Context: an optimization exercise on an open-source flow, tuned for small area, a short achievable clock period and few clock cycles per item. The choices shown serve that exercise and are no tape-out recipe.
The RTL was checked by simulation tests, not by an equivalence proof against the original design.

==> flow/design.v <==
`timescale 1ns / 1ps
module radd #(parameter W = 8, parameter FAST = 0) (
	input  [W-1:0] a,
	input  [W-1:0] b,
	input          ci,
	output [W-1:0] s,
	output         co
);
wire [W:0] c;
assign c[0] = ci;
genvar i;
generate for (i = 0; i < W; i = i + 1) begin : g
	wire p = a[i] ^ b[i];
	assign s[i] = p ^ c[i];
	if (FAST) begin : f
		assign c[i+1] = p ? c[i] : a[i];
	end else begin : r
		assign c[i+1] = (a[i] & b[i]) | (c[i] & p);
	end
end endgenerate
assign co = c[W];
endmodule
module dig10(
	input  [3:0] d,
	input  [3:0] e,
	output [6:0] y
);
wire [5:0] d5;		 
assign d5[1:0] = d[1:0];
radd #(4) a0(.a({2'b00, d[3:2]}), .b(d), .ci(1'b0), .s(d5[5:2]), .co());
assign y[0] = e[0];
radd #(6) a1(.a(d5), .b({3'b000, e[3:1]}), .ci(1'b0), .s(y[6:1]), .co());
endmodule
module bcd2n(
	input  [15:0] bcd,
	output [13:0] n
);
wire [6:0] t, u;
dig10 h(bcd[15:12], bcd[11:8], t);
dig10 l(bcd[7:4], bcd[3:0], u);
wire [8:0] v;		 
assign v[1:0] = u[1:0];
radd #(7) a1(.a(t), .b({2'b00, u[6:2]}), .ci(1'b0), .s(v[8:2]), .co());
wire [8:0] w;		 
assign w[0] = t[0];
radd #(7) a2(.a(t), .b({1'b0, t[6:1]}), .ci(1'b0), .s(w[7:1]), .co(w[8]));
assign n[4:0] = v[4:0];
radd #(9) a3(.a(w), .b({5'd0, v[8:5]}), .ci(1'b0), .s(n[13:5]), .co());
endmodule
module n2bcd(
	input  [13:0] n,
	output [15:0] bcd
);
function [4:0] dbl;	 
	input [3:0] d;
	input b;
	reg c;
	begin
		c = d[3] | (d[2] & (d[1] | d[0]));
		dbl = {c, (d[2] & ~d[1] & ~d[0]) | (d[3] & d[0]),
		          (d[1] & ~d[2]) | (d[1] & d[0]) | (d[3] & ~d[0]),
		          d[0] ^ c, b};
	end
endfunction
reg [3:0] d0, d1, d2, d3;
reg c0, c1, c2;
integer k;
always @(*) begin
	d0 = {1'b0, n[13:11]}; d1 = 4'd0; d2 = 4'd0; d3 = 4'd0;
	for (k = 10; k >= 0; k = k - 1) begin
		{c0, d0} = dbl(d0, n[k]);
		{c1, d1} = dbl(d1, c0);
		{c2, d2} = dbl(d2, c1);
		d3 = {d3[2:0], c2};
	end
end
assign bcd = {d3, d2, d1, d0};
endmodule
`timescale 1ns / 1ps
module bcd_calc(
	input clk,
	input rst,
	input in_valid,
	input [19:0] in_a,
	input [19:0] in_b,
	input [1:0] in_op,        
	output in_ready,
	output out_valid,
	output [19:0] out_result,
	output out_error
);
localparam K1 = 3;
localparam K2 = 8;
localparam K3 = 13;
assign in_ready = 1'b1;
reg [4:0] vp;
always @(posedge clk)
	if (rst) vp <= 5'd0;
	else vp <= {vp[3:0], in_valid};
assign out_valid = vp[4];
reg [15:0] a0, b0;
reg sa0, sb0;
reg [1:0] op0;
always @(posedge clk) begin
	a0 <= in_a[15:0];
	b0 <= in_b[15:0];
	sa0 <= in_a[16];	 
	sb0 <= in_b[16];
	op0 <= in_op;
end
wire [13:0] ma, mb;
bcd2n ca(a0, ma);
bcd2n cb(b0, mb);
wire gt = a0 > b0;
wire is_div0 = op0 == 2'd3;
wire is_mul0 = op0 == 2'd2;
wire is_add0 = ~op0[1];
wire esb = sb0 ^ op0[0];
wire diff = sa0 ^ esb;		 
wire sub_b = is_div0 | (is_add0 & diff & gt);
wire inv_a = is_add0 & diff & ~gt;
wire cin0 = is_div0 | (is_add0 & diff);
wire sign0 = is_add0 ? ((~diff | gt) ? sa0 : esb) : (sa0 ^ sb0);
wire [14:0] bor;	 
assign bor[14] = 1'b0;
genvar i;
generate for (i = 13; i >= 0; i = i - 1) begin : borg
	assign bor[i] = bor[i+1] | mb[i];
end endgenerate
wire m_hi = |(ma[13:1] & {bor[1], bor[2], bor[3], bor[4], bor[5], bor[6], bor[7],
	bor[8], bor[9], bor[10], bor[11], bor[12], bor[13]});
wire err0 = (is_div0 & (b0 == 16'd0)) | (is_mul0 & m_hi);
wire [13:0] xs [0:14];
wire [13:0] zs [0:14];
wire [13:0] ys [0:14];
wire [5:0]  fs [0:14];	 
assign xs[0] = 14'd0;
assign zs[0] = ma;
assign ys[0] = mb ^ {14{sub_b}};
assign fs[0] = {is_div0, is_mul0, inv_a, cin0, err0, sign0};
genvar k;
generate for (k = 1; k <= 14; k = k + 1) begin : row
	wire [13:0] xi, zi, yi;
	wire [5:0] fi;
	if (k - 1 == K1 || k - 1 == K2 || k - 1 == K3) begin : cut
		reg [13:0] xr, zr, yr;
		reg [5:0] fr;
		always @(posedge clk) begin
			xr <= xs[k-1];
			zr <= zs[k-1];
			yr <= ys[k-1];
			fr <= fs[k-1];
		end
		assign xi = xr; assign zi = zr; assign yi = yr; assign fi = fr;
	end else begin : nocut
		assign xi = xs[k-1]; assign zi = zs[k-1]; assign yi = ys[k-1]; assign fi = fs[k-1];
	end
	wire f_div = fi[5], f_mul = fi[4], f_inva = fi[3], f_cin = fi[2];
	wire zb = zi[13];
	wire inj = ~f_mul & (zb ^ f_inva);
	wire [k-1:0] p;
	if (k == 1) begin : p1
		assign p = inj;
	end else begin : pk
		assign p = {xi[k-2:0], inj};
	end
	wire [k-1:0] s;
	wire co;
	radd #(.W(k), .FAST(1)) ad(.a(p), .b(yi[k-1:0]), .ci(f_cin), .s(s), .co(co));
	wire yok;	 
	if (k == 14) begin : yk14
		assign yok = 1'b1;
	end else begin : ykn
		assign yok = &yi[13:k];
	end
	wire q = co & yok;
	wire sel = f_div ? q : f_mul ? zb : ((k == 14) & ~f_div & ~f_mul);
	wire [k-1:0] xo = sel ? s : p;
	if (k == 14) begin : x14
		assign xs[k] = xo;
	end else begin : xk
		assign xs[k] = {{(14-k){1'b0}}, xo};
	end
	assign zs[k] = {zi[12:0], q};
	assign ys[k] = yi;
	wire ovf = (f_mul & zb & co) | ((k == 14) & ~f_div & ~f_mul & ~f_cin & co);
	assign fs[k] = {fi[5:2], fi[1] | ovf, fi[0]};
end endgenerate
wire [5:0] ff = fs[14];
wire [13:0] mag = ff[5] ? zs[14] : xs[14];
wire err3 = ff[1] | (mag > 14'd9999);
wire neg3 = ff[0] & (mag != 14'd0) & ~err3;
wire [15:0] dig;
n2bcd cv(mag, dig);
reg [15:0] res5;
reg neg5, err5;
always @(posedge clk) begin
	res5 <= err3 ? 16'd0 : dig;
	neg5 <= neg3;
	err5 <= err3;
end
assign out_result = {1'b0, neg5, 1'b0, neg5, res5};
assign out_error = err5;
endmodule
==> flow/run.sh <==
#!/bin/bash
# synth_recipe.tcl (not shown) runs the flow's synth.tcl, then flattens the netlist and writes it again
# the make line also repeats each setting of config.mk as NAME=value (left out here)
make -C /OpenROAD-flow-scripts/flow DESIGN_CONFIG=/design/flow/config.mk WORK_HOME=/design/flow/orfs CLKGATE_MAP_FILE= SYNTH_SCRIPT=/design/flow/synth_recipe.tcl finish
==> flow/config.mk <==
export PLATFORM = sky130hd
export DESIGN_NAME = bcd_calc
export DESIGN_NICKNAME = bcd_calc
export VERILOG_FILES = /design/flow/design.v
export SDC_FILE = /design/flow/constraint.sdc
export NUM_CORES = 4
export LEC_CHECK = 0
export ABC_AREA = 1
export CAP_MARGIN = 20
export CORE_MARGIN = 2
export CORE_UTILIZATION = 65
export PLACE_DENSITY = 0.8
export SLEW_MARGIN = 20
==> flow/constraint.sdc <==
create_clock -name core_clock -period 42.0 [get_ports {clk}]
set_input_delay 8.4000 -clock core_clock [delete_from_list [all_inputs] [get_ports {clk}]]
set_output_delay 8.4000 -clock core_clock [all_outputs]
set_load 0.01 [all_outputs]
==> impl_metrics.py, run 1 <==
metrics = {
    "die": {
        "row_count": 52,
        "io_pins": 68,
        "start_util": 0.664,
        "die_h_um": 148,
        "die_w_um": 148,
        "core-area_mm2": 0.0203,
        "dieArea_mm2": 0.0219,
    },
    "timing": {
        "rsz0062_at_grt": "false",
        "finalCriticalPeriod_ps": 10820,
        "tightest_slew_ps": 818,
        "relSlewSlack": 0.454,
        "setup_viol": 0,
        "slew_viol_final": 0,
        "min_period_over_period": 0.258,
        "setup_tns_ps": 0,
        "finClkSkew_ps": 12.9,
        "fmax_mhz": 92.5,
        "worst_hold_slack_ps": 327,
        "finalHoldViolCount": 0,
    },
    "place": {
        "dp_cells": 2235,
        "port_buffers": 58,
        "place_area_mm2": 0.0142,
        "place.gp.congestion": 0.897,
        "dp.final_hpwl_mm": 24.3,
    },
    "clock_network": {
        "clockBufferDepth": 2,
        "cts_tree": "built",
        "clk_latency_ps": 440,
        "clk_pin_slew_ps": 70,
        "clock-root-buffer": "clkbuf_16",
        "htree_levels": 4,
        "cts_buffers": 17,
        "postCtsSetupRepairBufs": 0,
        "cts_hold_buf": 0,
        "cts.repair.resized": 0,
        "clkSinkCount": 185,
    },
    "route": {
        "wl_mm": 30.5,
        "drt_iter0_markers": 706,
        "first_pass_iters": 6,
        "ant_nets": 0,
        "via_per_inst": 5.28,
        "via_count": 11973,
        "drc_errors": 0,
        "routedWlPerCell_um": 13.4,
    },
    "finish": {
        "multi_input_area_mm2": 0.00827,
        "antenna_cells": 0,
        "register_area_mm2": 0.00370,
        "area_delta_synth_final_pct": 9.52,
        "finish.net_count": 2117,
        "fin_area_mm2": 0.0148,
        "drive_gt1_frac": 0.112,
        "fillCellCount": 1683,
        "final_cell_count_no_fill": 2267,
        "utilization": 0.727,
    },
    "worst_setup_path": {
        "start_kind": "flop",
        "cp_max_fo": 21,
        "crit_path_end_kind": "flop",
        "worstPathRequired_ps": 42320,
        "cp.buffers_inverters": 4,
        "cp.depth": 115,
        "slowest_stage": "dfxtp_1",
        "critPathTopFamily": "simple AND/OR/NAND/NOR gates",
        "endpoint": "row[14].cut.xr[8]",
        "crit_top_cell": "nand2_2",
        "r2r_setup_slack_ps": 31180,
        "ff2ff_path_depth": 115,
        "startpoint": "row[9].cut.fr[4]",
        "slowest_delay_ps": 730,
        "arrival_ps": 11130,
        "crit_type": "reg2reg",
        "reg2reg_from": "row[9].cut.fr[4]",
        "regToRegEndpoint": "row[14].cut.xr[8]",
    },
    "yosys": {
        "synthAdderAreaFrac": 0.107,
        "synth_xor_area_frac": 0.0683,
        "syn_area_per_cell_um2": 6.94,
        "synth_area_mm2": 0.0135,
        "async_flop_share": 0,
        "synth_edf_count": 0,
        "ys_types": 59,
        "synth_compound_area_frac": 0.103,
        "yosysTopAreaCell": "dfxtp_1",
        "synth_top_family_by_area": "simple AND/OR/NAND/NOR gates",
        "synth_mux_area_frac": 0,
        "synthFlopType": "dfxtp_1",
        "synth_area_leaders": "dfxtp_1 (27%), nand2_1 (13%), inv_1 (8.9%)",
        "synthCells": 1941,
        "ys_seq_area_frac": 0.275,
        "synth_top_area_frac": 0.275,
        "synth_simple_gate_area_frac": 0.334,
        "ys_warn_count": 2,
        "ys_ff_latch": 185,
    },
    "status": {
        "status": "timing/DRC/antenna clean",
    },
    "job": {
        "drv_cap": 0,
    },
    "global_route": {
        "grt_usage": 0.287,
        "overflow": 0,
        "grt_pass1_wl_mm": 51.2,
        "grt_max_degree": 28,
        "antenna_found_initial": 0,
        "grt_pass1_vias": 11329,
    },
    "hold_path": {
        "holdCritPathClass": "reg2reg",
    },
}
[state kept, by name, indices dropped and copies added (netlist names)]
register and cells:
a0 16, b0 16, err5 1, neg5 1, op0 2, res5 16
row.cut.fr 18, row.cut.xr 24, row.cut.yr 42, row.cut.zr 42, sa0 1, sb0 1
vp 5
[synth_stat cells, types with 12 or more instances]
library cell and instances:
nand2_1 463, inv_1 318, dfxtp_1 185, nand3_1 142
nor2_1 127, o21ai_0 93, xor2_1 82, nand2_2 72
ha_1 50, a21oi_1 48, fa_1 38, nand3_2 32
o21ai_1 27, or2_2 27, xnor2_1 23, nand4_1 18
inv_2 16, o22ai_1 16, nor3_1 12
[routing by layer]
metal  up-vias  routed length, um  track usage
li1       6215                  -            -
met1      5448              13200        0.349
met2       265              15300        0.527
met3        45               1420       0.0444
met4         0                546       0.0800
met5         -                  0            0
[kinds of logic (layout without fill, tap and decap cells)]
family                   count (synthesis)  after routing
AND/OR/NAND/NOR                        944            944
adder cells (fa/ha/maj)                 93             93
buffers and inverters                  372            427
other                                    2              3
XOR/XNOR                               105            105
flip-flops                             185            185
AO/OA/AOI/OAI                          240            240
[cell type report]
cell class	count	share of cell area
repair buffers	60	0.0404
clock buffers	18	0.0291
flip-flops and latches	185	0.251
well taps	270	0.0229
inverters	335	0.0852
multi-input cells	1385	0.560
clock inverters	14	0.0112
[how the worst min path moves through the flow]
stage	from	to	slack (ps)	depth (start not counted)
floorplan	row[9].cut.fr[0]	row[14].cut.fr[0]	310	0
global placement	row[4].cut.fr[0]	row[9].cut.fr[0]	310	0
CTS	row[9].cut.zr[1]	row[14].cut.zr[6]	330	0
detailed placement	row[9].cut.zr[1]	row[14].cut.zr[6]	310	0
finish	row[9].cut.zr[1]	row[14].cut.zr[6]	330	0
global route	row[4].cut.zr[7]	row[9].cut.zr[12]	330	0
[layout by cell type (no fill, tap or decap), drive strengths merged, types with 38 or more instances in the layout]
cell             n
a21oi           50
clkdlybuf4s50   58
dfxtp          185
fa              38
ha              50
inv            342
nand2          544
nand3          174
nor2           131
o21ai          131
or2             40
xor2            82
[stage by stage]
step | setup WS (ps)
3_3_place_gp | 31620
3_5_place_dp | 31270
4_1_cts | 31240
2_1_floorplan | 33180
5_1_grt | 29740
6_report | 31180
Testbench counts, summed over its fixed seeds: cycles 8,040, items 8,000.
==> run 2: changes to the inputs <==
--- a/flow/config.mk
+++ b/flow/config.mk
@@ -8,6 +8,6 @@
 export ABC_AREA = 1
 export CAP_MARGIN = 20
 export CORE_MARGIN = 2
-export CORE_UTILIZATION = 65
-export PLACE_DENSITY = 0.8
+export CORE_UTILIZATION = 80
+export PLACE_DENSITY = 0.92
 export SLEW_MARGIN = 20
==> impl_metrics.py, run 2 <==
metrics = {
    "status": {
        "status": "timing/DRC/antenna clean",
    },
    "route": {
        "routedWlPerCell_um": 16.7,
        "drt_iter0_markers": 1519,
        "ant_nets": 0,
        "via_count": 13467,
        "first_pass_iters": 9,
        "wl_mm": 36.9,
        "via_per_inst": 6.07,
        "drc_errors": 0,
    },
    "yosys": {
        "async_flop_share": 0,
        "synth_area_leaders": "dfxtp_1 (27%), nand2_1 (13%), inv_1 (8.9%)",
        "ys_seq_area_frac": 0.275,
        "synth_top_area_frac": 0.275,
        "synthTopCellsByCount": "nand2_1 (463), inv_1 (318), dfxtp_1 (185), nand3_1 (142), nor2_1 (127)",
        "synth_mux_area_frac": 0,
        "ys_warn_count": 2,
        "syn_area_per_cell_um2": 6.94,
        "ys_types": 59,
        "synth_compound_area_frac": 0.103,
        "synth_top_family_by_area": "simple AND/OR/NAND/NOR gates",
        "yosysTopAreaCell": "dfxtp_1",
        "synthFlopType": "dfxtp_1",
        "synth.most_common_cell": "nand2_1",
        "synth_edf_count": 0,
        "ys_ff_latch": 185,
        "synth_area_mm2": 0.0135,
        "synth_xor_area_frac": 0.0683,
        "synthAdderAreaFrac": 0.107,
        "synthCells": 1941,
        "synth_simple_gate_area_frac": 0.334,
    },
    "die": {
        "die_w_um": 134,
        "dieArea_mm2": 0.0179,
        "io_pins": 68,
        "row_count": 47,
        "start_util": 0.815,
        "core-area_mm2": 0.0165,
        "die_h_um": 134,
    },
    "finish": {
        "finish.net_count": 2117,
        "multi_input_area_mm2": 0.00827,
        "drive_gt1_frac": 0.112,
        "top_regs": "row.cut.yr x42, row.cut.zr x42, row.cut.xr x24",
        "register_area_mm2": 0.00370,
        "final_cell_mix": "nand2_1 (463), inv_1 (318), dfxtp_1 (185)",
        "antenna_cells": 0,
        "final_common_cell": "nand2_1",
        "area_delta_synth_final_pct": 9.09,
        "fillCellCount": 832,
        "fin_area_mm2": 0.0147,
        "utilization": 0.890,
    },
    "place": {
        "port_buffers": 58,
        "dp.final_hpwl_mm": 26.1,
        "place_ws_ps": 31270,
        "place_area_mm2": 0.0141,
        "place.gp.congestion": 0.948,
    },
    "clock_network": {
        "cts_hold_buf": 0,
        "cts_tree": "built",
        "cts.repair.resized": 0,
        "clk_pin_slew_ps": 70,
        "clockBufferDepth": 2,
        "htree_levels": 4,
        "clock-root-buffer": "clkbuf_16",
        "postCtsSetupRepairBufs": 0,
        "clk_latency_ps": 450,
        "clkSinkCount": 185,
        "cts_buffers": 17,
    },
    "worst_setup_path": {
        "crit_path_end_kind": "flop",
        "slowest_delay_ps": 510,
        "cp_max_fo": 21,
        "arrival_ps": 11520,
        "crit_type": "reg2reg",
        "worstPathRequired_ps": 42330,
        "crit_top_cell": "nand2_2",
        "start_kind": "flop",
        "slowest_stage": "dfxtp_1",
    },
    "timing": {
        "setup_ws_ps": 30820,
        "finClkSkew_ps": 9.67,
        "setup_tns_ps": 0,
        "worst_hold_slack_ps": 328,
        "relSlewSlack": 0.344,
        "rsz0062_at_grt": "false",
        "tightest_slew_ps": 973,
        "slew_viol_final": 0,
        "finalHoldViolCount": 0,
        "setup_viol": 0,
        "fmax_mhz": 89.4,
        "finalCriticalPeriod_ps": 11180,
        "min_period_over_period": 0.266,
    },
    "global_route": {
        "grt_usage": 0.420,
        "grt_max_degree": 27,
        "grt_pass1_wl_mm": 60.7,
        "grt_pass1_vias": 13227,
        "antenna_found_initial": 0,
        "overflow": 0,
    },
    "job": {
        "drv_cap": 0,
    },
    "hold_path": {
        "holdCritPathClass": "reg2reg",
    },
}
==> run 2: path summary, 6_finish.rpt <==
kind | end | cells after the start | start | slack, ps
setup / recovery | row[14].cut.xr[2] | 116 | row[9].cut.fr[4] | 30820
hold / removal | row[14].cut.zr[11] | 0 | row[9].cut.zr[6] | 330
setup reg to reg | row[14].cut.xr[2] | 116 | row[9].cut.fr[4] | 30820
hold reg to reg | row[14].cut.zr[11] | 0 | row[9].cut.zr[6] | 330
==> run 2: layer usage <==
| layer | vias up | share of wire | GRT usage |
|---|---|---|---|
| li1 | 6221 | - | - |
| met1 | 6054 | 0.35 | 0.461 |
| met2 | 914 | 0.49 | 0.742 |
| met3 | 278 | 0.095 | 0.0794 |
| met4 | 0 | 0.068 | 0.276 |
| met5 | - | 0 | 0 |
==> run 2: cell type report <==
| cell class | count | area share |
|---|---|---|
| Clock buffer | 18 | 0.0299 |
| Clock inverter | 14 | 0.0109 |
| Inverter | 335 | 0.0855 |
| Multi-Input combinational cell | 1385 | 0.562 |
| Sequential cell | 185 | 0.252 |
| Tap cell | 220 | 0.0187 |
| Timing Repair Buffer | 60 | 0.0405 |
==> run 2: critical path, delay by kind of cell (launching register included) <==
family	cells	cell delay, ps
AND/OR/NAND/NOR	109	9840
flip-flops	1	510
buffers and inverters	5	390
AO/OA/AOI/OAI	2	300
==> run 2: kinds of logic after synthesis <==
logic type      Yosys count
compound gates          240
xor+xnor                105
buf+inv                 372
other cells               2
flops                   185
simple gates            944
fa+ha+maj                93
==> run 2: metrics by stage <==
stage / cells
6_report: 2217
5_1_grt: 2217
4_1_cts: 2217
3_5_place_dp: 2185
3_3_place_gp: 2185
2_1_floorplan: 1942
==> run 3: changes to the inputs <==
--- a/flow/config.mk
+++ b/flow/config.mk
@@ -8,6 +8,6 @@
 export ABC_AREA = 1
 export CAP_MARGIN = 20
 export CORE_MARGIN = 2
-export CORE_UTILIZATION = 80
-export PLACE_DENSITY = 0.92
+export CORE_UTILIZATION = 40
+export PLACE_DENSITY = 0.6
 export SLEW_MARGIN = 20
==> impl_metrics.py, run 3 <==
metrics = {
    "worst_setup_path": {
        "reg2reg_from": "row[9].cut.fr[4]",
        "start_kind": "flop",
        "slowest_stage": "dfxtp_1",
        "crit_path_end_kind": "flop",
        "slowest_delay_ps": 710,
        "crit_top_cell": "nand2_2",
        "cp_max_fo": 21,
        "crit_type": "reg2reg",
        "worstPathRequired_ps": 42310,
        "arrival_ps": 11100,
        "startpoint": "row[9].cut.fr[4]",
    },
    "place": {
        "place_ws_ps": 31270,
        "dp_cells": 2412,
        "dp.final_hpwl_mm": 25.5,
        "port_buffers": 58,
        "place.gp.congestion": 0.847,
    },
    "die": {
        "dieArea_mm2": 0.0352,
        "core-area_mm2": 0.0334,
        "row_count": 67,
        "io_pins": 68,
        "start_util": 0.404,
        "die_w_um": 188,
        "die_h_um": 188,
    },
    "job": {
        "drv_cap": 0,
    },
    "clock_network": {
        "postCtsSetupRepairBufs": 0,
        "cts_buffers": 17,
        "clockBufferDepth": 2,
        "clk_pin_slew_ps": 80,
        "htree_levels": 4,
        "clkSinkCount": 185,
        "cts.repair.resized": 0,
        "clk_latency_ps": 440,
        "cts_tree": "built",
        "cts_hold_buf": 0,
        "clock-root-buffer": "clkbuf_16",
    },
    "global_route": {
        "grt_pass1_wl_mm": 52.6,
        "overflow": 0,
        "grt_usage": 0.182,
        "antenna_found_initial": 0,
        "grt_max_degree": 28,
        "grt_pass1_vias": 11048,
    },
    "yosys": {
        "synth_area_leaders": "dfxtp_1 (27%), nand2_1 (13%), inv_1 (8.9%)",
        "yosysTopAreaCell": "dfxtp_1",
        "synth.most_common_cell": "nand2_1",
        "ys_types": 59,
        "async_flop_share": 0,
        "ys_ff_latch": 185,
        "synth_area_mm2": 0.0135,
        "synthTopCellsByCount": "nand2_1 (463), inv_1 (318), dfxtp_1 (185), nand3_1 (142), nor2_1 (127)",
        "synthCells": 1941,
        "ys_warn_count": 2,
        "synth_top_area_frac": 0.275,
        "ys_seq_area_frac": 0.275,
        "synth_edf_count": 0,
        "synthFlopType": "dfxtp_1",
        "syn_area_per_cell_um2": 6.94,
    },
    "timing": {
        "setup_viol": 0,
        "finalHoldViolCount": 0,
        "finalCriticalPeriod_ps": 10790,
        "rsz0062_at_grt": "false",
        "setup_tns_ps": 0,
        "setup_ws_ps": 31210,
        "finClkSkew_ps": 13.9,
        "slew_viol_final": 0,
        "tightest_slew_ps": 823,
        "fmax_mhz": 92.7,
        "relSlewSlack": 0.451,
        "min_period_over_period": 0.257,
    },
    "route": {
        "via_count": 11722,
        "drt_iter0_markers": 563,
        "via_per_inst": 4.80,
        "first_pass_iters": 5,
        "drc_errors": 0,
        "ant_nets": 0,
        "wl_mm": 31.1,
        "routedWlPerCell_um": 12.7,
    },
    "finish": {
        "area_delta_synth_final_pct": 11.3,
        "final_cell_count_no_fill": 2444,
        "drive_gt1_frac": 0.112,
        "finish.net_count": 2116,
        "final_cell_mix": "nand2_1 (463), inv_1 (318), dfxtp_1 (185)",
        "top_regs": "row.cut.yr x42, row.cut.zr x42, row.cut.xr x24",
        "antenna_cells": 0,
        "fillCellCount": 3433,
        "final_common_cell": "nand2_1",
    },
    "hold_path": {
        "holdCritPathClass": "reg2reg",
        "hold_path.startpoint": "row[4].cut.zr[7]",
    },
    "status": {
        "status": "timing/DRC/antenna clean",
    },
}
run 3: cell counts after synthesis:
No cell type changed its count.
run 3: stage by stage:
step	area, um^2	hold WS, ps	utilization
floorplan	13500	310	-
global placement	14400	312	0.431
detailed placement	14400	312	0.431
CTS	15000	331	0.450
global route	15000	336	0.450
finish	15000	331	0.450
run 3: worst max-delay path: cells and delay by family (launching register included):
kind	cells	cell delay [ps]
and+or+nand+nor	107	9380
DFF	1	710
buffers and inverters	5	300
AOI/OAI and AO/OA	2	160
run 3: kinds of logic after synthesis:
group,Yosys count,share of synthesized area
other,2,0.000557
AOI/OAI and AO/OA,240,0.103
adders and majority gates,93,0.107
xor gates and xnor gates,105,0.0683
buffers and inverters,372,0.112
and+or+nand+nor,944,0.334
DFF,185,0.275
run 3: layer usage:
| layer | share of wire | track usage | wire length, um | up-vias |
|---|---|---|---|---|
| met3 | 0.030 | 0.0258 | 941 | 42 |
| met5 | 0 | 0 | 0 | - |
| met1 | 0.48 | 0.236 | 14900 | 5290 |
| met4 | 0.022 | 0.0569 | 669 | 0 |
| li1 | - | - | - | 6219 |
| met2 | 0.47 | 0.312 | 14600 | 171 |
run 3: final timing paths:
check	slack, ps	end	depth (start not counted)
setup / recovery	31210	row[14].cut.xr[8]	114
hold / removal	330	row[9].cut.zr[12]	0
setup reg to reg	31210	row[14].cut.xr[8]	114
hold reg to reg	330	row[9].cut.zr[12]	0
run 3: area by class of cell:
class | count | area (um^2) | area share
Clock inverter | 15 | 200 | 0.0133
Sequential cell | 185 | 3700 | 0.247
Tap cell | 448 | 561 | 0.0374
Clock buffer | 17 | 425 | 0.0284
Multi-Input combinational cell | 1385 | 8270 | 0.551
Inverter | 335 | 1260 | 0.0838
Timing Repair Buffer | 59 | 588 | 0.0392
==> run 4: changes to the inputs <==
==> flow/flow/run.sh (new file) <==
#!/bin/bash
# Own layout flow: the standard ORFS flow (standard.sh), with the port
# buffers made from sky130_fd_sc_hd__buf_2 cells, and timing repair asked to
# leave a setup margin. Each ORFS step logs to orfs/logs/; the make output
# goes to flow.log in this folder.
set -euo pipefail
bash standard.sh "BUFFER_PORTS_ARGS=-buffer_cell sky130_fd_sc_hd__buf_2" "SETUP_SLACK_MARGIN=32.6" finish > flow.log 2>&1
==> flow/standard.sh (new file) <==
#!/bin/bash
# synth_recipe.tcl (not shown) runs the flow's synth.tcl, then flattens the netlist and writes it again
# the make line also repeats each setting of config.mk as NAME=value (left out here)
make -C /OpenROAD-flow-scripts/flow DESIGN_CONFIG=/design/flow/config.mk WORK_HOME=/design/flow/orfs CLKGATE_MAP_FILE= SYNTH_SCRIPT=/design/flow/synth_recipe.tcl "${@:-finish}"
removed: flow/run.sh
==> impl_metrics.py, run 4 <==
metrics = {
    "yosys": {
        "synth_mux_area_frac": 0,
        "ys_warn_count": 2,
        "synthCells": 1941,
        "synth.most_common_cell": "nand2_1",
        "synth_xor_area_frac": 0.0683,
        "synth_top_area_frac": 0.275,
        "synthTopCellsByCount": "nand2_1 (463), inv_1 (318), dfxtp_1 (185), nand3_1 (142), nor2_1 (127)",
        "synth_edf_count": 0,
        "synth_simple_gate_area_frac": 0.334,
        "yosysTopAreaCell": "dfxtp_1",
        "ys_ff_latch": 185,
        "synth_compound_area_frac": 0.103,
        "ys_seq_area_frac": 0.275,
        "synth_top_family_by_area": "simple AND/OR/NAND/NOR gates",
        "async_flop_share": 0,
        "ys_types": 59,
        "syn_area_per_cell_um2": 6.94,
        "synthFlopType": "dfxtp_1",
        "synth_area_leaders": "dfxtp_1 (27%), nand2_1 (13%), inv_1 (8.9%)",
        "synth_area_mm2": 0.0135,
        "synthAdderAreaFrac": 0.107,
    },
    "finish": {
        "fin_area_mm2": 0.0181,
        "area_delta_synth_final_pct": 34.1,
        "top_regs": "row.cut.yr x42, row.cut.zr x42, row.cut.xr x24",
        "final_cell_count_no_fill": 2728,
        "final_common_cell": "nand2_1",
        "final_cell_mix": "nand2_1 (363), inv_1 (302), buf_4 (269)",
        "finish.net_count": 2400,
        "drive_gt1_frac": 0.341,
        "antenna_cells": 0,
    },
    "clock_network": {
        "htree_levels": 4,
        "cts_buffers": 17,
        "clk_pin_slew_ps": 80,
        "clock-root-buffer": "clkbuf_16",
        "cts_hold_buf": 0,
        "clockBufferDepth": 2,
        "clkSinkCount": 185,
        "cts_tree": "built",
        "clk_latency_ps": 450,
    },
    "job": {
        "drv_cap": 0,
    },
    "place": {
        "place_area_mm2": 0.0141,
        "port_buffers": 58,
        "place.gp.congestion": 0.858,
        "dp.final_hpwl_mm": 25.5,
        "dp_cells": 2412,
    },
    "worst_setup_path": {
        "crit_path_end_kind": "flop",
        "critPathTopFamily": "simple AND/OR/NAND/NOR gates",
        "slowest_stage": "dfxtp_4",
        "start_kind": "flop",
        "arrival_ps": 10030,
        "cp.buffers_inverters": 5,
        "crit_type": "reg2reg",
        "crit_top_cell": "nand2_2",
        "reg2reg_from": "row[9].cut.zr[13]",
        "worstPathRequired_ps": 42390,
        "slowest_delay_ps": 370,
        "regToRegEndpoint": "row[14].cut.xr[4]",
        "cp_max_fo": 7,
        "ff2ff_path_depth": 110,
        "r2r_setup_slack_ps": 32360,
    },
    "timing": {
        "relSlewSlack": 0.368,
        "finalHoldViolCount": 0,
        "min_period_over_period": 0.230,
        "worst_hold_slack_ps": 314,
        "setup_viol": 0,
        "rsz0062_at_grt": "true",
        "setup_tns_ps": 0,
        "finClkSkew_ps": 12.3,
        "tightest_slew_ps": 946,
        "fmax_mhz": 104,
        "slew_viol_final": 0,
        "finalCriticalPeriod_ps": 9640,
    },
    "die": {
        "die_h_um": 188,
        "die_w_um": 188,
        "start_util": 0.404,
        "row_count": 67,
        "dieArea_mm2": 0.0352,
        "core-area_mm2": 0.0334,
        "io_pins": 68,
    },
    "route": {
        "wl_met3_mm": 1.84,
        "wl_mm": 38.5,
        "drc_errors": 0,
        "maxUsedRoutingLayer": "met4",
        "wl_met1_mm": 16.0,
        "via_count": 13581,
        "drt_iter0_markers": 833,
        "via_per_inst": 4.98,
        "met2_length_mm": 19.1,
        "ant_nets": 0,
        "first_pass_iters": 6,
        "routedWlPerCell_um": 14.1,
    },
    "global_route": {
        "grt_usage": 0.207,
        "overflow": 0,
        "grt_pass1_vias": 12735,
        "antenna_found_initial": 0,
        "grt_pass1_wl_mm": 59.5,
        "grt_max_degree": 28,
    },
    "hold_path": {
        "holdCritPathClass": "reg2reg",
        "hold_depth": 0,
        "hold_path.startpoint": "row[9].cut.zr[8]",
        "whs_endpoint": "row[14].cut.zr[13]",
    },
    "status": {
        "status": "timing/DRC/antenna clean",
    },
}
-- run 4: kinds of logic after synthesis --
group,count (synthesis)
other cells,2
simple gates,944
compound gates,240
fa+ha+maj,93
xor+xnor,105
flops,185
buf+inv,372
-- run 4: per-stage QoR --
stage | utilization | setup slack (ps)
after floorplan | - | 33180
after global placement | 0.422 | 31520
after detailed placement | 0.422 | 31210
after CTS | 0.499 | 32580
after global routing | 0.542 | 31610
final | 0.542 | 32360
-- run 4: how the worst max path moves through the flow --
stage,from,end,slack (ps),cells past startpoint
floorplan,neg5,out_result[16],33180,1
global route,row[9].cut.fr[3],row[14].cut.xr[10],31610,111
detailed placement,row[9].cut.fr[4],row[14].cut.xr[7],31210,114
CTS,row[9].cut.zr[13],row[14].cut.xr[8],32580,117
finish,row[9].cut.zr[13],row[14].cut.xr[4],32360,110
global placement,row[9].cut.fr[4],row[14].cut.xr[7],31520,114
-- run 4: layer usage --
| layer | GRT usage | vias to the layer above |
|---|---|---|
| met5 | 0 | - |
| met4 | 0.0848 | 0 |
| met3 | 0.0328 | 108 |
| met2 | 0.363 | 387 |
| met1 | 0.252 | 6282 |
| li1 | - | 6804 |
-- run 4: cell type report --
| type | count | area [um^2] |
|---|---|---|
| Fill cell | 3090 | 15300 |
| Multi-Input combinational cell | 1389 | 9440 |
| Sequential cell | 185 | 3730 |
| Timing Repair Buffer | 336 | 2440 |
| Inverter | 335 | 1280 |
| Tap cell | 448 | 561 |
| Clock buffer | 19 | 453 |
| Clock inverter | 13 | 131 |
| Timing Repair inverter | 3 | 25.0 |
-- run 4: what timing repair did --
item,CTS,global route
pin swaps,91,189
resized for setup,136,209
gates cloned,5,2
setup endpoints to repair,40,43
setup buffers,186,91
==> run 5: changes to the inputs <==
--- a/flow/design.v
+++ b/flow/design.v
@@ -89,15 +89,15 @@
 	output [19:0] out_result,
 	output out_error
 );
-localparam K1 = 3;
-localparam K2 = 8;
-localparam K3 = 13;
+localparam K1 = 2;
+localparam K2 = 6;
+localparam K3 = 10;
 assign in_ready = 1'b1;
-reg [4:0] vp;
+reg [5:0] vp;
 always @(posedge clk)
-	if (rst) vp <= 5'd0;
-	else vp <= {vp[3:0], in_valid};
-assign out_valid = vp[4];
+	if (rst) vp <= 6'd0;
+	else vp <= {vp[4:0], in_valid};
+assign out_valid = vp[5];
 reg [15:0] a0, b0;
 reg sa0, sb0;
 reg [1:0] op0;
@@ -188,16 +188,22 @@
 end endgenerate
 wire [5:0] ff = fs[14];
 wire [13:0] mag = ff[5] ? zs[14] : xs[14];
-wire err3 = ff[1] | (mag > 14'd9999);
-wire neg3 = ff[0] & (mag != 14'd0) & ~err3;
+reg [13:0] mag4;
+reg err4, sg4;
+always @(posedge clk) begin
+	mag4 <= mag;
+	err4 <= ff[1];
+	sg4 <= ff[0];
+end
+wire err = err4 | (mag4 > 14'd9999);
 wire [15:0] dig;
-n2bcd cv(mag, dig);
+n2bcd cv(mag4, dig);
 reg [15:0] res5;
 reg neg5, err5;
 always @(posedge clk) begin
-	res5 <= err3 ? 16'd0 : dig;
-	neg5 <= neg3;
-	err5 <= err3;
+	res5 <= err ? 16'd0 : dig;
+	neg5 <= sg4 & (mag4 != 14'd0) & ~err;
+	err5 <= err;
 end
 assign out_result = {1'b0, neg5, 1'b0, neg5, res5};
 assign out_error = err5;
==> flow/run.sh (new file) <==
#!/bin/bash
# synth_recipe.tcl (not shown) runs the flow's synth.tcl, then flattens the netlist and writes it again
# the make line also repeats each setting of config.mk as NAME=value (left out here)
make -C /OpenROAD-flow-scripts/flow DESIGN_CONFIG=/design/flow/config.mk WORK_HOME=/design/flow/orfs CLKGATE_MAP_FILE= SYNTH_SCRIPT=/design/flow/synth_recipe.tcl finish
removed: flow/flow/run.sh
removed: flow/standard.sh
==> impl_metrics.py, run 5 <==
metrics = {
    "status": {
        "status": "timing/DRC/antenna clean",
    },
    "finish": {
        "antenna_cells": 0,
        "top_regs": "row.cut.yr x42, row.cut.zr x42",
        "area_delta_synth_final_pct": 10.8,
        "register_area_mm2": 0.00392,
        "finish.net_count": 2155,
        "fin_area_mm2": 0.0155,
        "fillCellCount": 3538,
        "drive_gt1_frac": 0.132,
        "multi_input_area_mm2": 0.00840,
        "final_common_cell": "nand2_1",
        "final_cell_mix": "nand2_1 (470), inv_1 (331), dfxtp_1 (196)",
    },
    "worst_setup_path": {
        "slowest_delay_ps": 530,
        "endpoint": "out_result[18]",
        "worstPathRequired_ps": 33600,
        "ff2ff_path_depth": 86,
        "startpoint": "neg5",
        "cp.depth": 1,
        "cp.buffers_inverters": 1,
        "crit_path_end_kind": "output port",
        "reg2reg_from": "row[7].cut.fr[3]",
        "critPathTopFamily": "buffers and inverters",
        "arrival_ps": 1310,
        "crit_type": "reg2out",
        "start_kind": "flop",
        "path_cells": "clkdlybuf4s50_1",
        "cp_max_fo": 2,
        "slowest_stage": "clkdlybuf4s50_1",
        "r2r_setup_slack_ps": 33420,
        "regToRegEndpoint": "row[11].cut.xr[5]",
    },
    "timing": {
        "fmax_mhz": 103,
        "tightest_slew_ps": 705,
        "finClkSkew_ps": 13.5,
        "setup_viol": 0,
        "rsz0062_at_grt": "false",
        "finalHoldViolCount": 0,
        "finalCriticalPeriod_ps": 9710,
        "relSlewSlack": 0.530,
        "min_period_over_period": 0.231,
        "slew_viol_final": 0,
        "setup_tns_ps": 0,
    },
    "yosys": {
        "ys_types": 63,
        "synth_area_leaders": "dfxtp_1 (28%), nand2_1 (13%), inv_1 (8.9%)",
        "synth_edf_count": 0,
        "ys_seq_area_frac": 0.281,
        "synth_top_area_frac": 0.281,
        "ys_warn_count": 2,
        "synth_area_mm2": 0.0140,
        "synthFlopType": "dfxtp_1",
        "synthTopCellsByCount": "nand2_1 (470), inv_1 (331), dfxtp_1 (196), nand3_1 (137), nor2_1 (122)",
        "ys_ff_latch": 196,
        "yosysTopAreaCell": "dfxtp_1",
        "synth.most_common_cell": "nand2_1",
        "async_flop_share": 0,
        "syn_area_per_cell_um2": 7.07,
        "synthCells": 1976,
    },
    "job": {
        "drv_cap": 0,
    },
    "global_route": {
        "overflow": 0,
        "grt_pass1_vias": 10910,
        "grt_max_degree": 25,
        "grt_usage": 0.175,
        "grt_pass1_wl_mm": 51.3,
        "antenna_found_initial": 0,
    },
    "die": {
        "row_count": 68,
        "start_util": 0.405,
        "die_h_um": 191,
        "io_pins": 68,
        "die_w_um": 191,
        "dieArea_mm2": 0.0364,
        "core-area_mm2": 0.0345,
    },
    "route": {
        "wl_mm": 30.3,
        "ant_nets": 0,
        "drt_iter0_markers": 462,
        "first_pass_iters": 5,
        "via_count": 11635,
        "via_per_inst": 4.67,
        "routedWlPerCell_um": 12.2,
        "drc_errors": 0,
    },
    "clock_network": {
        "clk_pin_slew_ps": 80,
        "clk_latency_ps": 450,
        "clkSinkCount": 196,
        "postCtsSetupRepairBufs": 0,
        "htree_levels": 4,
        "cts_buffers": 17,
        "clock-root-buffer": "clkbuf_16",
        "clockBufferDepth": 2,
        "cts_hold_buf": 0,
        "cts.repair.resized": 0,
        "cts_tree": "built",
    },
    "hold_path": {
        "hold_path.startpoint": "row[3].cut.zr[9]",
        "holdCritPathClass": "reg2reg",
    },
    "place": {
        "place_area_mm2": 0.0148,
        "port_buffers": 58,
        "place.gp.congestion": 0.820,
        "dp.final_hpwl_mm": 25.1,
    },
}
[run 5: changes by cell type after synthesis, moves of 11 or more]
| cell | change |
|---|---|
| inv_1 | +13 |
| nand2_2 | +27 |
| nand2_4 | +18 |
| o21ai_2 | +15 |
| o21ai_0 | -15 |
| o21ai_1 | -15 |
| dfxtp_1 | +11 |
[run 5: worst min path at each step]
stage,end,slack (ps),cells past startpoint
after floorplan,row[11].cut.fr[0],310,0
after global placement,row[11].cut.zr[6],310,0
after detailed placement,row[7].cut.zr[13],310,0
after CTS,row[7].cut.zr[13],330,0
after global routing,row[7].cut.zr[13],340,0
final,row[7].cut.zr[13],330,0
[run 5: cell type report]
class                      instances  area share
clock buffer                      17      0.0275
clock inverter                    15      0.0148
inverter                         352      0.0860
multi-input combinational       1395       0.543
sequential                       196       0.253
tap                              455      0.0368
timing repair buffer              60      0.0385
[run 5: cell families after synthesis]
family | count (synthesis) | share of synthesized area
adders and majority gates | 89 | 0.100
other | 2 | 0.000538
muxes | 1 | 0.000806
xor gates and xnor gates | 104 | 0.0658
AOI/OAI and AO/OA | 227 | 0.0975
and+or+nand+nor | 971 | 0.337
buffers and inverters | 386 | 0.118
DFF | 196 | 0.281
[run 5: routing by layer]
metal  track usage  vias up  wire, um
li1              -     6270         -
met1         0.210     5180     14000
met2         0.320      144     14900
met3        0.0247       41       754
met4        0.0513        0       634
met5             0        -         0
[run 5: stage by stage]
stage / utilization / worst slack [ps] / hold slack, ps / std cells
floorplan: - / 33180 / 310 / 1977
global placement: 0.430 / 32770 / 310 / 2458
detailed placement: 0.430 / 32760 / 312 / 2458
CTS: 0.449 / 32260 / 333 / 2490
global route: 0.449 / 32220 / 335 / 2490
finish: 0.449 / 32290 / 329 / 2490
Testbench counts of run 5, summed over its fixed seeds: cycles 8,048, items 8,000.
==> run 6: changes to the inputs <==
==> flow/flow/run.sh (new file) <==
#!/bin/bash
# Own layout flow: the standard ORFS flow (standard.sh), with the port
# buffers made from sky130_fd_sc_hd__buf_2 cells instead of the cell
# buffer_ports picks by default. Each ORFS step logs to orfs/logs/; the make
# output goes to flow.log in this folder.
set -euo pipefail
bash standard.sh "BUFFER_PORTS_ARGS=-buffer_cell sky130_fd_sc_hd__buf_1" finish > flow.log 2>&1
==> flow/standard.sh (new file) <==
#!/bin/bash
# synth_recipe.tcl (not shown) runs the flow's synth.tcl, then flattens the netlist and writes it again
# the make line also repeats each setting of config.mk as NAME=value (left out here)
make -C /OpenROAD-flow-scripts/flow DESIGN_CONFIG=/design/flow/config.mk WORK_HOME=/design/flow/orfs CLKGATE_MAP_FILE= SYNTH_SCRIPT=/design/flow/synth_recipe.tcl "${@:-finish}"
removed: flow/run.sh
==> impl_metrics.py, run 6 <==
metrics = {
    "status": {
        "status": "timing/DRC/antenna clean",
    },
    "yosys": {
        "synth_edf_count": 0,
        "synth_mux_area_frac": 0.000806,
        "synth_xor_area_frac": 0.0658,
        "synth.most_common_cell": "nand2_1",
        "ys_ff_latch": 196,
        "synthCells": 1976,
        "async_flop_share": 0,
        "synth_simple_gate_area_frac": 0.337,
        "synth_compound_area_frac": 0.0975,
        "synth_area_leaders": "dfxtp_1 (28%), nand2_1 (13%), inv_1 (8.9%)",
        "synthFlopType": "dfxtp_1",
        "yosysTopAreaCell": "dfxtp_1",
        "synth_top_family_by_area": "simple AND/OR/NAND/NOR gates",
        "synthAdderAreaFrac": 0.100,
        "syn_area_per_cell_um2": 7.07,
        "ys_warn_count": 2,
        "synth_top_area_frac": 0.281,
        "synth_area_mm2": 0.0140,
        "ys_types": 63,
        "ys_seq_area_frac": 0.281,
        "synthTopCellsByCount": "nand2_1 (470), inv_1 (331), dfxtp_1 (196), nand3_1 (137), nor2_1 (122)",
    },
    "finish": {
        "area_delta_synth_final_pct": 7.82,
        "antenna_cells": 0,
        "drive_gt1_frac": 0.132,
        "final_cell_mix": "nand2_1 (470), inv_1 (331), dfxtp_1 (196)",
        "finish.net_count": 2155,
        "final_common_cell": "nand2_1",
        "top_regs": "row.cut.yr x42, row.cut.zr x42",
    },
    "clock_network": {
        "cts.repair.resized": 0,
        "postCtsSetupRepairBufs": 0,
        "clockBufferDepth": 2,
        "clk_pin_slew_ps": 80,
        "cts_tree": "built",
        "clk_latency_ps": 450,
        "clkSinkCount": 196,
        "htree_levels": 4,
        "cts_hold_buf": 0,
        "cts_buffers": 17,
        "clock-root-buffer": "clkbuf_16",
    },
    "worst_setup_path": {
        "cp.buffers_inverters": 1,
        "r2r_setup_slack_ps": 33350,
        "slowest_delay_ps": 330,
        "crit_type": "reg2out",
        "cp_max_fo": 2,
        "critPathTopFamily": "flip-flops",
        "slowest_stage": "dfxtp_1",
        "crit_path_end_kind": "output port",
        "worstPathRequired_ps": 33600,
        "arrival_ps": 920,
        "path_cells": "buf_1",
        "start_kind": "flop",
    },
    "timing": {
        "tightest_slew_ps": 696,
        "slew_viol_final": 0,
        "finalCriticalPeriod_ps": 9320,
        "rsz0062_at_grt": "false",
        "finClkSkew_ps": 11.3,
        "min_period_over_period": 0.222,
        "setup_viol": 0,
        "setup_tns_ps": 0,
        "relSlewSlack": 0.536,
        "fmax_mhz": 107,
        "finalHoldViolCount": 0,
    },
    "die": {
        "io_pins": 68,
        "dieArea_mm2": 0.0364,
        "core-area_mm2": 0.0345,
        "die_h_um": 191,
        "start_util": 0.405,
        "row_count": 68,
        "die_w_um": 191,
    },
    "route": {
        "drt_iter0_markers": 498,
        "ant_nets": 0,
        "first_pass_iters": 6,
        "wl_mm": 30.4,
        "drc_errors": 0,
        "via_per_inst": 4.70,
        "via_count": 11714,
        "routedWlPerCell_um": 12.2,
    },
    "hold_path": {
        "holdCritPathClass": "reg2reg",
    },
    "place": {
        "port_buffers": 58,
        "place.gp.congestion": 0.834,
        "dp.final_hpwl_mm": 25.1,
    },
    "global_route": {
        "grt_pass1_wl_mm": 51.7,
        "grt_pass1_vias": 11126,
        "antenna_found_initial": 0,
        "grt_max_degree": 24,
        "overflow": 0,
        "grt_usage": 0.176,
    },
    "job": {
        "drv_cap": 0,
    },
}
==> run 6: cell count changes in the layout (fill, tap and decap cells not counted), moves of 2 or more <==
cell,delta
buf_1,+58
clkdlybuf4s50_1,-58
clkinv_4,+2
clkinv_8,-3
inv_12,-2
inv_16,-2
inv_8,+3
==> run 6: logic make-up (layout without fill, tap and decap cells) <==
group | after synthesis | after routing
buffers and inverters | 386 | 444
and+or+nand+nor | 971 | 971
adders and majority gates | 89 | 89
other | 2 | 3
muxes | 1 | 1
DFF | 196 | 196
AOI/OAI and AO/OA | 227 | 227
xor gates and xnor gates | 104 | 104
==> run 6: path summary, 6_finish.rpt <==
path | start | endpoint | depth (start not counted)
hold / removal | row[7].cut.zr[2] | row[11].cut.zr[6] | 0
hold reg to reg | row[7].cut.zr[2] | row[11].cut.zr[6] | 0
setup / recovery | neg5 | out_result[16] | 1
setup reg to reg | row[7].cut.fr[3] | row[11].cut.xr[4] | 86
==> run 6: layout make-up <==
class	count	area [um^2]
Timing Repair Buffer	60	233
Clock inverter	15	173
Tap cell	455	569
Inverter	352	1330
Fill cell	3517	19400
Sequential cell	196	3920
Clock buffer	17	425
Multi-Input combinational cell	1395	8400
==> run 6: metrics by stage <==
step                       util  hold slack (ps)  area (um^2)  setup WS [ps]  cells
after detailed placement  0.420              312        14500          33150   2458
final                     0.437              329        15100          32680   2490
after global routing      0.437              334        15100          32310   2490
after global placement    0.420              311        14500          33150   2458
after CTS                 0.437              331        15100          32650   2490
after floorplan               -              310        14000          33180   1977
==> run 6: routing by layer <==
layer / track usage / vias up / share of wire
met2: 0.319 / 169 / 0.49
li1: - / 6278 / -
met4: 0.0602 / 0 / 0.024
met5: 0 / - / 0
met1: 0.213 / 5223 / 0.46
met3: 0.0228 / 44 / 0.025
==> run 7: changes to the inputs <==
==> flow/flow/run.sh (replaced) <==
#!/bin/bash
# Own layout flow: the standard ORFS flow (standard.sh), with the port
# buffers made from sky130_fd_sc_hd__buf_2 cells instead of the cell
# buffer_ports picks by default. Each ORFS step logs to orfs/logs/; the make
# output goes to flow.log in this folder.
set -euo pipefail
bash standard.sh "BUFFER_PORTS_ARGS=-buffer_cell sky130_fd_sc_hd__buf_2" finish > flow.log 2>&1
==> impl_metrics.py, run 7 <==
metrics = {
    "timing": {
        "min_period_over_period": 0.221,
        "setup_tns_ps": 0,
        "relSlewSlack": 0.528,
        "slew_viol_final": 0,
        "setup_ws_ps": 32700,
        "rsz0062_at_grt": "false",
        "finalCriticalPeriod_ps": 9300,
        "tightest_slew_ps": 707,
        "setup_viol": 0,
        "finalHoldViolCount": 0,
        "finClkSkew_ps": 14.2,
        "fmax_mhz": 108,
    },
    "clock_network": {
        "clkSinkCount": 196,
        "clockBufferDepth": 2,
        "clk_pin_slew_ps": 80,
        "cts_buffers": 17,
        "cts.repair.resized": 0,
        "postCtsSetupRepairBufs": 0,
        "htree_levels": 4,
        "clk_latency_ps": 450,
        "clock-root-buffer": "clkbuf_16",
        "cts_hold_buf": 0,
        "cts_tree": "built",
    },
    "yosys": {
        "ys_types": 63,
        "synth_area_leaders": "dfxtp_1 (28%), nand2_1 (13%), inv_1 (8.9%)",
        "synth_area_mm2": 0.0140,
        "synthTopCellsByCount": "nand2_1 (470), inv_1 (331), dfxtp_1 (196), nand3_1 (137), nor2_1 (122)",
        "yosysTopAreaCell": "dfxtp_1",
        "ys_warn_count": 2,
        "synth.most_common_cell": "nand2_1",
        "ys_seq_area_frac": 0.281,
        "synthFlopType": "dfxtp_1",
        "synth_edf_count": 0,
        "synth_top_area_frac": 0.281,
        "synthCells": 1976,
        "async_flop_share": 0,
        "syn_area_per_cell_um2": 7.07,
        "ys_ff_latch": 196,
    },
    "worst_setup_path": {
        "cp.depth": 1,
        "reg2reg_from": "row[7].cut.fr[3]",
        "slowest_delay_ps": 320,
        "r2r_setup_slack_ps": 33370,
        "crit_type": "reg2out",
        "path_cells": "buf_2",
        "critPathTopFamily": "flip-flops",
        "arrival_ps": 900,
        "regToRegEndpoint": "row[11].cut.xr[0]",
        "cp.buffers_inverters": 1,
        "cp_max_fo": 2,
        "start_kind": "flop",
        "slowest_stage": "dfxtp_1",
        "crit_path_end_kind": "output port",
        "worstPathRequired_ps": 33600,
        "ff2ff_path_depth": 85,
    },
    "finish": {
        "antenna_cells": 0,
        "drive_gt1_frac": 0.160,
        "final_cell_mix": "nand2_1 (470), inv_1 (331), dfxtp_1 (196)",
        "final_common_cell": "nand2_1",
        "top_regs": "row.cut.yr x42, row.cut.zr x42",
        "finish.net_count": 2155,
        "utilization": 0.439,
        "area_delta_synth_final_pct": 8.38,
    },
    "place": {
        "place.gp.congestion": 0.836,
        "dp.final_hpwl_mm": 25.2,
        "port_buffers": 58,
        "place_ws_ps": 33180,
    },
    "route": {
        "via_per_inst": 4.68,
        "wl_mm": 30.3,
        "routedWlPerCell_um": 12.2,
        "via_count": 11654,
        "drc_errors": 0,
        "drt_iter0_markers": 519,
        "ant_nets": 0,
        "first_pass_iters": 5,
    },
    "die": {
        "dieArea_mm2": 0.0364,
        "die_h_um": 191,
        "start_util": 0.405,
        "die_w_um": 191,
        "core-area_mm2": 0.0345,
        "io_pins": 68,
        "row_count": 68,
    },
    "global_route": {
        "grt_pass1_wl_mm": 52.1,
        "grt_max_degree": 24,
        "grt_pass1_vias": 11266,
        "antenna_found_initial": 0,
        "overflow": 0,
        "grt_usage": 0.177,
    },
    "hold_path": {
        "holdCritPathClass": "reg2reg",
        "whs_endpoint": "row[11].cut.zr[4]",
        "hold_path.startpoint": "row[7].cut.zr[0]",
        "hold_depth": 0,
    },
    "job": {
        "drv_cap": 0,
    },
    "status": {
        "status": "timing/DRC/antenna clean",
    },
}
## run 7: cell count changes in the layout (fill, tap and decap cells not counted)
cell / before / now
buf_1: 58 / 0
clkinvlp_4: 0 / 1
clkinv_8: 3 / 5
clkinv_2: 3 / 2
clkbuf_1: 0 / 1
inv_12: 2 / 1
inv_6: 5 / 3
buf_2: 0 / 58
## run 7: cells by family (layout without fill, tap and decap cells)
logic type,after synthesis,after routing,synth area share
AO/OA/AOI/OAI,227,227,0.0975
flip-flops,196,196,0.281
multiplexers,1,1,0.000806
XOR/XNOR,104,104,0.0658
other,2,3,0.000538
adder cells (fa/ha/maj),89,89,0.100
buffers and inverters,386,444,0.118
AND/OR/NAND/NOR,971,971,0.337
## run 7: worst max-delay path by stage
| stage | start | endpoint | slack, ps |
|---|---|---|---|
| 6_report | neg5 | out_result[16] | 32700 |
| 2_1_floorplan | neg5 | out_result[16] | 33180 |
| 4_1_cts | neg5 | out_result[16] | 32680 |
| 3_3_place_gp | neg5 | out_result[16] | 33180 |
| 3_5_place_dp | neg5 | out_result[16] | 33180 |
| 5_1_grt | row[7].cut.fr[3] | row[11].cut.xr[1] | 32260 |
## run 7: area by class of cell
type | count | area (um^2)
well taps | 455 | 569
clock inverters | 14 | 174
clock buffers | 18 | 429
repair buffers | 60 | 305
inverters | 352 | 1330
flip-flops and latches | 196 | 3920
multi-input cells | 1395 | 8400
fillers | 3532 | 19300
## run 7: through the flow
stage	instances	instance area (um^2)	hold WS, ps
final	2490	15100	329
after global routing	2490	15100	333
after CTS	2490	15100	330
after detailed placement	2458	14500	312
after global placement	2458	14500	310
after floorplan	1977	14000	310
## run 7: layer usage
metal / GRT usage / up-vias / wire length [um]
met5: 0 / - / 0
met3: 0.0250 / 44 / 618
met4: 0.0564 / 0 / 671
met2: 0.323 / 128 / 14900
li1: - / 6273 / -
met1: 0.213 / 5209 / 14200
==> run 8: changes to the inputs <==
--- a/flow/config.mk
+++ b/flow/config.mk
@@ -9,5 +9,7 @@
 export CAP_MARGIN = 20
 export CORE_MARGIN = 2
 export CORE_UTILIZATION = 40
+export CTS_BUF_LIST = sky130_fd_sc_hd__clkbuf_8
+export CTS_CLUSTER_SIZE = 10
 export PLACE_DENSITY = 0.6
 export SLEW_MARGIN = 20
==> impl_metrics.py, run 8 <==
metrics = {
    "route": {
        "routedWlPerCell_um": 12.1,
        "wl_mm": 30.2,
        "ant_nets": 0,
        "drt_iter0_markers": 435,
        "via_count": 11654,
        "first_pass_iters": 8,
        "via_per_inst": 4.68,
        "drc_errors": 0,
    },
    "worst_setup_path": {
        "r2r_setup_slack_ps": 33340,
        "cp.buffers_inverters": 1,
        "endpoint": "out_result[16]",
        "reg2reg_from": "row[7].cut.fr[3]",
        "slowest_stage": "dfxtp_1",
        "start_kind": "flop",
        "ff2ff_path_depth": 85,
        "worstPathRequired_ps": 33600,
        "cp.depth": 1,
        "arrival_ps": 940,
        "slowest_delay_ps": 340,
        "regToRegEndpoint": "row[11].cut.xr[0]",
        "critPathTopFamily": "flip-flops",
        "startpoint": "neg5",
        "crit_path_end_kind": "output port",
        "crit_type": "reg2out",
        "cp_max_fo": 2,
        "path_cells": "buf_2",
    },
    "yosys": {
        "ys_types": 63,
        "ys_ff_latch": 196,
        "ys_seq_area_frac": 0.281,
        "ys_warn_count": 2,
        "async_flop_share": 0,
        "synth_edf_count": 0,
        "syn_area_per_cell_um2": 7.07,
        "synth.most_common_cell": "nand2_1",
        "yosysTopAreaCell": "dfxtp_1",
        "synth_area_leaders": "dfxtp_1 (28%), nand2_1 (13%), inv_1 (8.9%)",
        "synthCells": 1976,
        "synthTopCellsByCount": "nand2_1 (470), inv_1 (331), dfxtp_1 (196), nand3_1 (137), nor2_1 (122)",
        "synthFlopType": "dfxtp_1",
        "synth_top_area_frac": 0.281,
        "synth_area_mm2": 0.0140,
    },
    "finish": {
        "area_delta_synth_final_pct": 7.01,
        "antenna_cells": 0,
        "drive_gt1_frac": 0.160,
        "final_cell_mix": "nand2_1 (470), inv_1 (332), dfxtp_1 (196)",
        "top_regs": "row.cut.yr x42, row.cut.zr x42",
        "final_cell_count_no_fill": 2490,
        "register_area_mm2": 0.00392,
        "fin_area_mm2": 0.0149,
        "finish.net_count": 2155,
        "fillCellCount": 3565,
        "multi_input_area_mm2": 0.00840,
        "final_common_cell": "nand2_1",
    },
    "timing": {
        "finalCriticalPeriod_ps": 9340,
        "rsz0062_at_grt": "false",
        "fmax_mhz": 107,
        "setup_ws_ps": 32660,
        "finClkSkew_ps": 17.7,
        "setup_tns_ps": 0,
        "slew_viol_final": 0,
        "min_period_over_period": 0.222,
        "setup_viol": 0,
        "tightest_slew_ps": 704,
        "finalHoldViolCount": 0,
        "relSlewSlack": 0.531,
    },
    "die": {
        "io_pins": 68,
        "dieArea_mm2": 0.0364,
        "start_util": 0.405,
        "row_count": 68,
        "die_h_um": 191,
        "die_w_um": 191,
        "core-area_mm2": 0.0345,
    },
    "global_route": {
        "grt_usage": 0.176,
        "grt_pass1_vias": 11201,
        "grt_pass1_wl_mm": 51.8,
        "antenna_found_initial": 0,
        "overflow": 0,
        "grt_max_degree": 24,
    },
    "clock_network": {
        "clkSinkCount": 196,
        "clock-root-buffer": "clkbuf_8",
        "htree_levels": 4,
        "postCtsSetupRepairBufs": 0,
        "clockBufferDepth": 2,
        "cts_buffers": 17,
        "clk_latency_ps": 490,
        "clk_pin_slew_ps": 110,
        "cts_hold_buf": 0,
        "cts_tree": "built",
        "cts.repair.resized": 0,
    },
    "place": {
        "dp.final_hpwl_mm": 25.2,
        "place_area_mm2": 0.0145,
        "place.gp.congestion": 0.836,
        "port_buffers": 58,
        "place_ws_ps": 33180,
        "dp_cells": 2458,
    },
    "job": {
        "drv_cap": 0,
    },
    "status": {
        "status": "timing/DRC/antenna clean",
    },
    "hold_path": {
        "holdCritPathClass": "reg2reg",
    },
}
==> run 8: cell counts after synthesis <==
No cell type changed its count.
==> run 8: how the worst min path moves through the flow <==
stage	start	to	cells after the start
after global placement	row[7].cut.zr[3]	row[11].cut.zr[7]	0
final	row[3].cut.zr[6]	row[7].cut.zr[10]	0
after global routing	row[3].cut.zr[3]	row[7].cut.zr[7]	0
after CTS	row[3].cut.zr[6]	row[7].cut.zr[10]	0
after detailed placement	row[3].cut.zr[6]	row[7].cut.zr[10]	0
after floorplan	row[7].cut.fr[0]	row[11].cut.fr[0]	0
==> run 8: layer usage <==
| layer | wire, um | track usage | up-vias |
|---|---|---|---|
| li1 | - | - | 6271 |
| met1 | 14000 | 0.213 | 5202 |
| met2 | 14900 | 0.323 | 149 |
| met3 | 709 | 0.0241 | 32 |
| met4 | 576 | 0.0462 | 0 |
| met5 | 0 | 0 | - |
==> run 8: cell type report <==
class / instances / share of cell area
Clock buffer: 17 / 0.0157
Sequential cell: 196 / 0.263
Tap cell: 455 / 0.0381
Timing Repair Buffer: 60 / 0.0204
Multi-Input combinational cell: 1395 / 0.562
Inverter: 352 / 0.0891
Clock inverter: 15 / 0.0119
==> run 8: kinds of logic (layout without fill, tap and decap cells) <==
family | count (synthesis) | after routing | synth area share
multiplexers | 1 | 1 | 0.000806
flip-flops | 196 | 196 | 0.281
AND/OR/NAND/NOR | 971 | 971 | 0.337
XOR/XNOR | 104 | 104 | 0.0658
buffers and inverters | 386 | 444 | 0.118
AO/OA/AOI/OAI | 227 | 227 | 0.0975
adder cells (fa/ha/maj) | 89 | 89 | 0.100
other | 2 | 3 | 0.000538
==> run 8: metrics by stage <==
| stage | hold slack [ps] | utilization |
|---|---|---|
| after CTS | 338 | 0.434 |
| after floorplan | 310 | - |
| after detailed placement | 312 | 0.422 |
| final | 336 | 0.434 |
| after global routing | 333 | 0.434 |
| after global placement | 310 | 0.422 |

-- port drivers added, routing unchanged --
The flow's constraints put no driver on any port. The routed layouts listed below were extracted and timed again, unchanged, in two steps.
Step 1, drivers: a clkbuf_16 drives clk and a buf_2 each remaining input, both assumed.
Step 2 times the ports against the registers' clock, not the clock port: input delays grow and output delays shrink by t, the midpoint of the rising clock arrivals with the driver on.
a / b / c = ideal / step 1 / step 2; a / b = the first two.
run	t (ns)	setup WS [ns]	worst register clock-pin slew, ns	worst slew at a driven data input, ns	cell pins on the clock port's net
run 1	0.487	31.185 / 31.185 / 31.185	0.08 / 0.08	0.05	1
run 2	0.488	30.817 / 30.817 / 30.817	0.08 / 0.08	0.05	1
run 3	0.486	31.214 / 31.214 / 31.214	0.08 / 0.08	0.04	1
run 4	0.494	32.360 / 32.360 / 32.360	0.08 / 0.08	0.04	1
run 5	0.492	32.287 / 32.240 / 32.732	0.09 / 0.09	0.03	1
run 6	0.491	32.676 / 32.629 / 33.120	0.08 / 0.08	0.03	1
run 7	0.496	32.705 / 32.655 / 33.152	0.08 / 0.08	0.03	1
run 8	0.525	32.657 / 32.613 / 33.138	0.12 / 0.12	0.03	1
After both steps setup and hold are still met in every run listed.
